What follows belongs to an exercise in optimizing a design on an open flow for small area and a short achievable clock period; a production flow would make more cautious choices. RTL that was checked went through simulation tests only; none was proved equivalent to the original. Power figures rest on the tool's default switching activity, not on a simulated workload.

Setup of before:
// SIMD
module SIMD(clk,rst,opcode,funct3,funct7,rd_data1,rd_data2,rd_data3,w_add,immed,instrc_add,wr_add,wr_data);
input clk;
input rst;
input [6:0] opcode;
input [2:0] funct3;
input [6:0] funct7;
input [15:0] rd_data1;
input [15:0] rd_data2;
input [15:0] rd_data3;
input [4:0] w_add;
input [11:0] immed;
output [6:0] instrc_add;
output [4:0] wr_add;
output [15:0] wr_data;
wire alu = (opcode == 7'b0111011);
wire mac = (opcode == 7'b1001011);
wire shl = (opcode == 7'b0100011) | (opcode == 7'b1010011);
wire shr = (opcode == 7'b1100011);
wire m16 = (funct3 == 3'b001);
wire m8  = (funct3 == 3'b010);
wire m4  = (funct3 == 3'b100);
wire op_add  = alu & (funct7 == 7'b0000000);
wire op_sub  = alu & (funct7 == 7'b0100000);
wire op_mul  = alu & (funct7 == 7'b1000001);
wire op_mulh = alu & (funct7 == 7'b1000010);
wire op_madd  = mac & (funct7[1:0] == 2'b01);
wire op_maddh = mac & (funct7[1:0] == 2'b10);
wire op_and = alu & (funct7 == 7'b0001000);
wire op_or  = alu & (funct7 == 7'b0010000);
wire op_xor = alu & (funct7 == 7'b0011000);
wire op_not = alu & (funct7 == 7'b0110000);
wire lov = op_add | op_sub | op_mul | op_madd;    
wire hiv = op_mulh | op_maddh;                    
wire [15:0] imm = {{4{immed[10]}}, immed};
  ...
Size in the first run: roughly 80 flip-flops, ~110 I/O pins, roughly 13000 µm² of cells after synthesis.
Settings: LEC_CHECK=0, CAP_MARGIN=20, CORE_MARGIN=2, CORE_UTILIZATION=60, SETUP_SLACK_MARGIN=4, SLEW_MARGIN=20, SYNTH_HIERARCHICAL=1, SYNTH_MINIMUM_KEEP_SIZE=0; clock period 10.6 ns.
run.sh (not shown) runs the stock make flow with config.mk's settings and CLKGATE_MAP_FILE= SYNTH_SCRIPT=/design/flow/synth_recipe.tcl, a recipe that flattens the netlist after the stock synthesis.
## Diff of input files: after against before
--- a/flow/design.v
+++ b/flow/design.v
@@ -53,18 +53,16 @@
 wire i_4_8_16 = s4 | s8 | s16;
 wire i_8 = s8;
 wire i_8_16 = s8 | s16;
 wire u0 = sub;
 wire u8 = sub & funct3[2];
 wire u16 = sub & ~funct3[0];
 wire [15:0] a = rd_data1;
-wire [15:0] kd = 16'h0001 << k;
-wire shsel_l = ~ar & ~shz & ~(opcode[6] & opcode[5]);
-wire shsel_r = ~ar & ~shz & opcode[6] & opcode[5];
-wire [15:0] bsh = ({16{shsel_l}} & kd) | ({16{shsel_r}} & {kd[1], kd[2], kd[3], kd[4], kd[5], kd[6], kd[7], kd[8], kd[9], kd[10], kd[11], kd[12], kd[13], kd[14], kd[15], kd[0]});
+wire [4:0] sha = shr ? 5'd16 - {1'b0, k} : {1'b0, k};
+wire [15:0] bsh = (16'h0001 << sha[3:0]) & {16{~shz & ~ar}};
 wire [15:0] lane1 = {3'b000, funct3[2], 3'b000, ~funct3[0], 3'b000, funct3[2], 4'b0001};
 wire [15:0] b = ({16{ar & bmul}} & rd_data2) | ({16{addsub}} & lane1) | bsh;
 wire [15:0] b8 = b & {16{~funct3[2] | ~ar}};
 wire [15:0] b16 = b & {16{funct3[0] | ~ar}};
 wire [15:0] csrc = ({16{ar & opcode[6]}} & rd_data3) | ({16{addsub}} & (rd_data2 ^ {16{funct7[5]}}));
 wire [31:0] cc = {4'h0,
                   csrc[15:12] & {4{funct3[2]}},
Findings:
- after finished all stages; the layout is clean.
- On after: share of cells above drive strength 1 is 4.5 points higher than what before gave.
- Sort before and after by net switching fraction of the power desc -> top: before
- As far as biggest cell delay along the critical path is concerned, after and before perform about the same.
- On number of setup buffers added after CTS, the lower figure sits with before, not after.
- Per the comparison of after with before, final-layout non-clock buffer area share now sits higher, final worst slack now sits lower.
- For the portion of the layout cell area used by clock cells, after came in 0.30 points higher than before did.
- before -> after: worst supply voltage drop on vdd flat
- after ends up with a number of clock buffer instances in the layout that is 1 lower than in before.
- Top layer used by detailed routing: met4 -> after, met5 -> before
- Total length of routed met3 wires is higher on after
- Diff before and after: synthesized cell count lower in before
- Of before and after, the run reporting the lower core utilization was before.
- NOTE global placement routability congestion before->after increased by a few percent
Function not checked in after: the RTL went through the layout flow alone.

## what the ideal ports hide
No port has a modelled driver above. Below, the same layouts with a new extraction and two added sets of constraints. Step 1 sets driving cells, clkbuf_16 on the clock port and buf_2 on the other inputs (assumed; they add their load-dependent delay and slew). Step 2 moves the port delays by t, midway between the first and last clock arrival at a register: inputs arrive t later, outputs are due t later. That takes back most of the time a late clock gives input paths. a / b / c = ideal ports / drivers / drivers and shift; a / b = the first two.
| run | shift t [ns] | slack for setup (ns) | pins driven straight from the clock port |
|---|---|---|---|
| before | 0.394 | 4.010 / 4.039 / 3.645 | 1 |
| after | 0.367 | 3.872 / 3.890 / 3.523 | 1 |
After both steps every run listed still meets setup and hold. The setup slack of before, which loses most, moves by +0.029 ns with the drivers and by -0.365 ns with both steps.
